Context: an optimization exercise on an open-source flow, tuned for small area and a short achievable clock period. The choices shown serve that exercise and are no tape-out recipe.
No activity file was given, so power comes from the tool's default toggle rates.

==> try-lagoon: inputs <==
// lab4_2
module lab4_2(
  input [1:0] mode,
  input [2:0] n_gasoline_pumps,
  input [2:0] n_diesel_pumps,
  input [3:0] fuel_amount,
  input fuel_type,
  input CLK,
  input rst,
  output [0:5] pump_status,
  output is_gasoline_queue_not_full,
  output is_diesel_queue_not_full,
  output [3:0] n_cars_in_gasoline_queue,
  output [3:0] n_cars_in_diesel_queue,
  output [7:0] total_gasoline_needed,
  output [7:0] total_diesel_needed,
  output reg invalid_gasoline_car,
  output reg invalid_diesel_car,
  output reg invalid_setup_params
);
reg [2:0] g;             
reg [2:0] s;             
reg [5:0] idle;          
reg [2:0] rem [0:5];     
reg [2:0] qg [0:7];      
reg [2:0] qd [0:7];      
reg [2:0] fg, fd;        
reg [3:0] cg, cd;        
reg [7:0] tg, td;        
wire g_none = (g == 3'd0);
wire d_none = (s == g);
wire set_up = (s != 3'd0);
assign n_cars_in_gasoline_queue = cg | {4{g_none}};
assign n_cars_in_diesel_queue   = cd | {4{d_none}};
assign total_gasoline_needed    = tg | {8{g_none}};
assign total_diesel_needed      = td | {8{d_none}};
assign is_gasoline_queue_not_full = ~g_none & ~cg[3];
assign is_diesel_queue_not_full   = ~d_none & ~cd[3];
reg [5:0] gas, inuse;
integer j, k;
always @* begin
  for (j = 0; j < 6; j = j + 1) begin
    gas[j]   = (g > j);
    inuse[j] = (s > j);
  end
end
wire [5:0] dsl = inuse & ~gas;
genvar gj;
generate for (gj = 0; gj < 6; gj = gj + 1) begin : ps
  assign pump_status[gj] = idle[gj] & inuse[gj];
end endgenerate
wire add_mode = (mode == 2'b01);
  ...
==> module lab4_2, before the edit <==
module lab4_2(
  input [1:0] mode,
  input [2:0] n_gasoline_pumps,
  input [2:0] n_diesel_pumps,
  input [3:0] fuel_amount,
  input fuel_type,
  input CLK,
  input rst,
  output [0:5] pump_status,
  output is_gasoline_queue_not_full,
  output is_diesel_queue_not_full,
  output [3:0] n_cars_in_gasoline_queue,
  output [3:0] n_cars_in_diesel_queue,
  output [7:0] total_gasoline_needed,
  output [7:0] total_diesel_needed,
  output reg invalid_gasoline_car,
  output reg invalid_diesel_car,
  output reg invalid_setup_params
);
reg [2:0] g;             
reg [2:0] s;             
reg [5:0] idle;          
reg [2:0] rem [0:5];     
reg [2:0] qg [0:7];      
reg [2:0] qd [0:7];      
reg [2:0] fg, fd;        
reg [3:0] cg, cd;        
reg [7:0] tg, td;        
wire g_none = (g == 3'd0);
wire d_none = (s == g);
wire set_up = (s != 3'd0);
assign n_cars_in_gasoline_queue = cg | {4{g_none}};
assign n_cars_in_diesel_queue   = cd | {4{d_none}};
assign total_gasoline_needed    = tg | {8{g_none}};
assign total_diesel_needed      = td | {8{d_none}};
assign is_gasoline_queue_not_full = ~g_none & ~cg[3];
assign is_diesel_queue_not_full   = ~d_none & ~cd[3];
reg [5:0] gas, inuse;
integer j, k;
always @* begin
  for (j = 0; j < 6; j = j + 1) begin
    gas[j]   = (g > j);
    inuse[j] = (s > j);
  end
end
wire [5:0] dsl = inuse & ~gas;
genvar gj;
generate for (gj = 0; gj < 6; gj = gj + 1) begin : ps
  assign pump_status[gj] = idle[gj] & inuse[gj];
end endgenerate
wire add_mode = (mode == 2'b01);
wire amt_ok = (fuel_amount != 4'd0) && (fuel_amount <= 4'd8);
wire [2:0] amt_m1 = fuel_amount[2:0] - 3'd1;
wire vg0 = add_mode & ~fuel_type & amt_ok & ~g_none;
wire vd0 = add_mode &  fuel_type & amt_ok & ~d_none;
wire [5:0] ig_m = idle & gas;
wire [5:0] id_m = idle & dsl;
wire [5:0] bg_m = ~idle & gas;
wire [5:0] bd_m = ~idle & dsl;
reg [2:0] rk_g [0:5];
reg [2:0] rk_d [0:5];
reg [2:0] n_ig, n_id, n_bg, n_bd;
always @* begin
  n_ig = 0; n_id = 0; n_bg = 0; n_bd = 0;
  for (j = 0; j < 6; j = j + 1) begin
    rk_g[j] = n_ig;
    rk_d[j] = n_id;
    n_ig = n_ig + ig_m[j];
    n_id = n_id + id_m[j];
    n_bg = n_bg + bg_m[j];
    n_bd = n_bd + bd_m[j];
  end
end
reg [2:0] rg [0:5];
reg [2:0] rd [0:5];
always @* begin
  for (k = 0; k < 6; k = k + 1) begin
    rg[k] = qg[fg + k];
    rd[k] = qd[fd + k];
  end
end
wire direct_g = vg0 & ({1'b0, n_ig} > cg);
wire direct_d = vd0 & ({1'b0, n_id} > cd);
wire full_g = cg[3] & (n_ig == 3'd0);
wire full_d = cd[3] & (n_id == 3'd0);
wire acc_g = vg0 & ~full_g;
wire acc_d = vd0 & ~full_d;
wire enq_g = acc_g & ~direct_g;
wire enq_d = acc_d & ~direct_d;
wire [2:0] deq_g = ({1'b0, n_ig} < cg) ? n_ig : cg[2:0];
wire [2:0] deq_d = ({1'b0, n_id} < cd) ? n_id : cd[2:0];
wire valid_setup = ({1'b0, n_gasoline_pumps} + {1'b0, n_diesel_pumps} != 4'd0) &&
                   ({1'b0, n_gasoline_pumps} + {1'b0, n_diesel_pumps} <= 4'd6);
always @(posedge CLK) begin
  if (rst) begin
    g <= 0;
    s <= 0;
    invalid_gasoline_car <= 0;
    invalid_diesel_car <= 0;
    invalid_setup_params <= 0;
  end else if (mode[1]) begin
    invalid_gasoline_car <= 0;
    invalid_diesel_car <= 0;
    invalid_setup_params <= ~valid_setup;
    if (valid_setup) begin
      g <= n_gasoline_pumps;
      s <= n_gasoline_pumps + n_diesel_pumps;
      idle <= 6'b111111;
      cg <= 0;
      cd <= 0;
      tg <= 0;
      td <= 0;
    end
  end else begin
    if (set_up) begin
      if (!mode[0]) invalid_setup_params <= 0;
      invalid_gasoline_car <= add_mode & ~fuel_type & ~acc_g;
      invalid_diesel_car   <= add_mode &  fuel_type & ~acc_d;
    end else if (mode[0]) begin
      invalid_gasoline_car <= 0;
      invalid_diesel_car <= 0;
    end
    for (j = 0; j < 6; j = j + 1) begin
      if (bg_m[j] | bd_m[j]) begin
        if (rem[j] == 3'd0) idle[j] <= 1'b1;
        else rem[j] <= rem[j] - 3'd1;
      end else if (ig_m[j]) begin
        if ({1'b0, rk_g[j]} < cg) begin
          idle[j] <= 1'b0;
          rem[j] <= rg[rk_g[j]];
        end else if (({1'b0, rk_g[j]} == cg) & vg0) begin
          idle[j] <= 1'b0;
          rem[j] <= amt_m1;
        end
      end else if (id_m[j]) begin
        if ({1'b0, rk_d[j]} < cd) begin
          idle[j] <= 1'b0;
          rem[j] <= rd[rk_d[j]];
        end else if (({1'b0, rk_d[j]} == cd) & vd0) begin
          idle[j] <= 1'b0;
          rem[j] <= amt_m1;
        end
      end
    end
    fg <= fg + deq_g;
    fd <= fd + deq_d;
    cg <= cg - deq_g + enq_g;
    cd <= cd - deq_d + enq_d;
    if (enq_g) qg[fg + cg[2:0]] <= amt_m1;
    if (enq_d) qd[fd + cd[2:0]] <= amt_m1;
    tg <= tg - n_bg + (acc_g ? fuel_amount : 4'd0);
    td <= td - n_bd + (acc_d ? fuel_amount : 4'd0);
  end
end
endmodule
Settings: LEC_CHECK=0, CAP_MARGIN=20, CORE_MARGIN=2, CORE_UTILIZATION=40, SLEW_MARGIN=20; clock period 13.0 ns.
run.sh (not shown) runs the stock make flow with config.mk's settings and CLKGATE_MAP_FILE= SYNTH_SCRIPT=/design/flow/synth_recipe.tcl, a recipe that flattens the netlist after the stock synthesis.
==> inputs of try-ember, as changes to try-lagoon <==
==> flow/design.v (replaced) <==
`timescale 1ns / 1ps
module lab4_2(
  input [1:0] mode,
  input [2:0] n_gasoline_pumps,
  input [2:0] n_diesel_pumps,
  input [3:0] fuel_amount,
  input fuel_type,
  input CLK,
  input rst,
  output [0:5] pump_status,
  output is_gasoline_queue_not_full,
  output is_diesel_queue_not_full,
  output [3:0] n_cars_in_gasoline_queue,
  output [3:0] n_cars_in_diesel_queue,
  output [7:0] total_gasoline_needed,
  output [7:0] total_diesel_needed,
  output reg invalid_gasoline_car,
  output reg invalid_diesel_car,
  output reg invalid_setup_params
);
reg [2:0] g;             
reg [2:0] s;             
reg [5:0] idle;          
reg [2:0] rem [0:5];     
reg [2:0] qg [0:7];      
reg [2:0] qd [0:7];      
reg [3:0] cg, cd;        
reg [7:0] tg, td;        
wire g_none = (g == 3'd0);
wire d_none = (s == g);
wire set_up = (s != 3'd0);
assign n_cars_in_gasoline_queue = cg | {4{g_none}};
assign n_cars_in_diesel_queue   = cd | {4{d_none}};
assign total_gasoline_needed    = tg | {8{g_none}};
assign total_diesel_needed      = td | {8{d_none}};
assign is_gasoline_queue_not_full = ~g_none & ~cg[3];
assign is_diesel_queue_not_full   = ~d_none & ~cd[3];
reg [5:0] gas, inuse;
integer j, k;
always @* begin
  for (j = 0; j < 6; j = j + 1) begin
    gas[j]   = (g > j);
    inuse[j] = (s > j);
  end
end
wire [5:0] dsl = inuse & ~gas;
genvar gj;
generate for (gj = 0; gj < 6; gj = gj + 1) begin : ps
  assign pump_status[gj] = idle[gj] & inuse[gj];
end endgenerate
wire proc = ~mode[1];    
wire add_mode = (mode == 2'b01);
wire amt_ok = fuel_amount[3] ? (fuel_amount[2:0] == 3'd0) : (fuel_amount[2:0] != 3'd0);
wire [2:0] amt = fuel_amount[2:0];
wire vg0 = add_mode & ~fuel_type & amt_ok & ~g_none;
wire vd0 = add_mode &  fuel_type & amt_ok & ~d_none;
wire [5:0] ig_m = idle & gas & {6{proc}};
wire [5:0] id_m = idle & dsl & {6{proc}};
wire [5:0] busy = ~idle & inuse;
wire [5:0] bg_m = busy & gas;
wire [5:0] bd_m = busy & dsl;
function [2:0] popc6(input [5:0] v);
  popc6 = {2'b0, v[0]} + v[1] + v[2] + v[3] + v[4] + v[5];
endfunction
wire [2:0] n_ig = popc6(ig_m);
wire [2:0] n_id = popc6(id_m);
wire [2:0] n_bg = popc6(bg_m & {6{proc}});
wire [2:0] n_bd = popc6(bd_m & {6{proc}});
reg [2:0] hg [0:5];      
reg [2:0] hd [0:5];
reg [2:0] lg [0:7];
reg [2:0] ld [0:7];
reg [5:0] vg, vd;        
reg [5:0] wg, wd;        
reg [5:0] tq_g, tq_d;    
reg [5:0] tn_g, tn_d;    
always @* begin
  for (k = 0; k < 8; k = k + 1) begin
    lg[k] = qg[k];
    ld[k] = qd[k];
  end
  for (k = 0; k < 6; k = k + 1) begin
    vg[k] = (cg > k);
    vd[k] = (cd > k);
    wg[k] = (cg > k) | (vg0 & (cg == k));
    wd[k] = (cd > k) | (vd0 & (cd == k));
  end
  for (j = 0; j < 6; j = j + 1) begin
    hg[j] = lg[0];
    hd[j] = ld[0];
    tq_g[j] = ig_m[j] & vg[0];
    tq_d[j] = id_m[j] & vd[0];
    tn_g[j] = ig_m[j] & ~vg[0] & wg[0];
    tn_d[j] = id_m[j] & ~vd[0] & wd[0];
    if (ig_m[j]) begin
      for (k = 0; k < 7; k = k + 1) lg[k] = lg[k + 1];
      for (k = 0; k < 5; k = k + 1) begin vg[k] = vg[k + 1]; wg[k] = wg[k + 1]; end
      vg[5] = 1'b0; wg[5] = 1'b0;
    end
    if (id_m[j]) begin
      for (k = 0; k < 7; k = k + 1) ld[k] = ld[k + 1];
      for (k = 0; k < 5; k = k + 1) begin vd[k] = vd[k + 1]; wd[k] = wd[k + 1]; end
      vd[5] = 1'b0; wd[5] = 1'b0;
    end
  end
end
wire direct_g = |tn_g;
wire direct_d = |tn_d;
wire full_g = cg[3] & (n_ig == 3'd0);
wire full_d = cd[3] & (n_id == 3'd0);
wire acc_g = vg0 & ~full_g;
wire acc_d = vd0 & ~full_d;
wire enq_g = acc_g & ~direct_g;
wire enq_d = acc_d & ~direct_d;
wire [3:0] left_g = ({1'b0, n_ig} < cg) ? cg - n_ig : 4'd0;
wire [3:0] left_d = ({1'b0, n_id} < cd) ? cd - n_id : 4'd0;
wire [3:0] setup_sum = {1'b0, n_gasoline_pumps} + {1'b0, n_diesel_pumps};
wire valid_setup = (setup_sum != 4'd0) && (setup_sum <= 4'd6);
wire do_setup = mode[1] & valid_setup;
always @(posedge CLK) begin
  if (rst) begin
    g <= 0;
    s <= 0;
    invalid_gasoline_car <= 0;
    invalid_diesel_car <= 0;
    invalid_setup_params <= 0;
  end else if (mode[1]) begin
    invalid_gasoline_car <= 0;
    invalid_diesel_car <= 0;
    invalid_setup_params <= ~valid_setup;
    if (valid_setup) begin
      g <= n_gasoline_pumps;
      s <= setup_sum[2:0];
    end
  end else begin
    if (set_up) begin
      if (!mode[0]) invalid_setup_params <= 0;
      invalid_gasoline_car <= add_mode & ~fuel_type & ~acc_g;
      invalid_diesel_car   <= add_mode &  fuel_type & ~acc_d;
    end else if (mode[0]) begin
      invalid_gasoline_car <= 0;
      invalid_diesel_car <= 0;
    end
  end
end
always @(posedge CLK) begin
  for (j = 0; j < 6; j = j + 1) begin
    if (do_setup) idle[j] <= 1'b1;
    else if (busy[j]) begin
      if (proc & (rem[j] == 3'd1)) idle[j] <= 1'b1;
    end else if (tq_g[j] | tq_d[j] | tn_g[j] | tn_d[j]) idle[j] <= 1'b0;
    if (busy[j]) rem[j] <= rem[j] - proc;
    else rem[j] <= tq_g[j] ? hg[j] : tq_d[j] ? hd[j] : amt;
  end
  for (k = 0; k < 8; k = k + 1) begin
    qg[k] <= (enq_g && left_g == k) ? amt : lg[k];
    qd[k] <= (enq_d && left_d == k) ? amt : ld[k];
  end
  cg <= do_setup ? 4'd0 : left_g + enq_g;
  cd <= do_setup ? 4'd0 : left_d + enq_d;
  tg <= do_setup ? 8'd0 : tg - n_bg + (acc_g ? fuel_amount : 4'd0);
  td <= do_setup ? 8'd0 : td - n_bd + (acc_d ? fuel_amount : 4'd0);
end
endmodule
==> comparison table <==
Result of the run: try-lagoon no timing/DRC/antenna violations; try-ember no timing/DRC/antenna violations
Required time of the critical path: try-lagoon 13.17 ns; try-ember 13.26 ns
Post-Syn Nets: try-lagoon 1356; try-ember 1463
Number of logic stages on the critical path including buffering: try-lagoon 20; try-ember 25
Count of buffer and inverter cells on the critical path: try-lagoon 3; try-ember 5
Post-detailed-route wirelength per cell: try-lagoon 20.6 um; try-ember 20.5 um
Area fraction in compound gates after synthesis: try-lagoon 12.8%; try-ember 23.3%
Clock Sinks: try-lagoon 117; try-ember 105
Well-tap cell count: try-lagoon 384; try-ember 335
Combinational share of power: try-lagoon 58.6%; try-ember 60.4%
Standard-cell rows: try-lagoon 62; try-ember 59
WL met2: try-lagoon 15500 um; try-ember 15400 um
Power in combinational cells: try-lagoon 1.47 mW; try-ember 1.37 mW
No functional check of the RTL was part of any run of this note.

re-timing with driven ports:
In the flow no input, the clock included, has a driving cell. The finished layouts below were timed again as built, in two steps. Step 1 (the two cells are an assumption about what drives the block):
set clk [get_ports {CLK}]
set_driving_cell -lib_cell sky130_fd_sc_hd__clkbuf_16 $clk
set_driving_cell -lib_cell sky130_fd_sc_hd__buf_2 [delete_from_list [all_inputs] $clk]
Step 2, shift: input delay + t, output delay - t, t = (earliest + latest rising clock arrival at the registers) / 2. This alone moves slack from input paths to output paths. a / b / c = ideal ports / drivers / drivers and shift; a / b = the first two.
run	t, ns	setup slack, ns	worst setup path at the end	slew at the worst register clock pin (ns)
try-lagoon	0.474	4.763 / 4.767 / 4.308	input to register	0.07 / 0.07
try-ember	0.421	3.227 / 3.253 / 2.832	input to register	0.08 / 0.08
After both steps every run listed still meets setup and hold. For try-lagoon, which loses most, drivers alone change the setup slack by +0.004 ns; drivers and shift together by -0.455 ns.
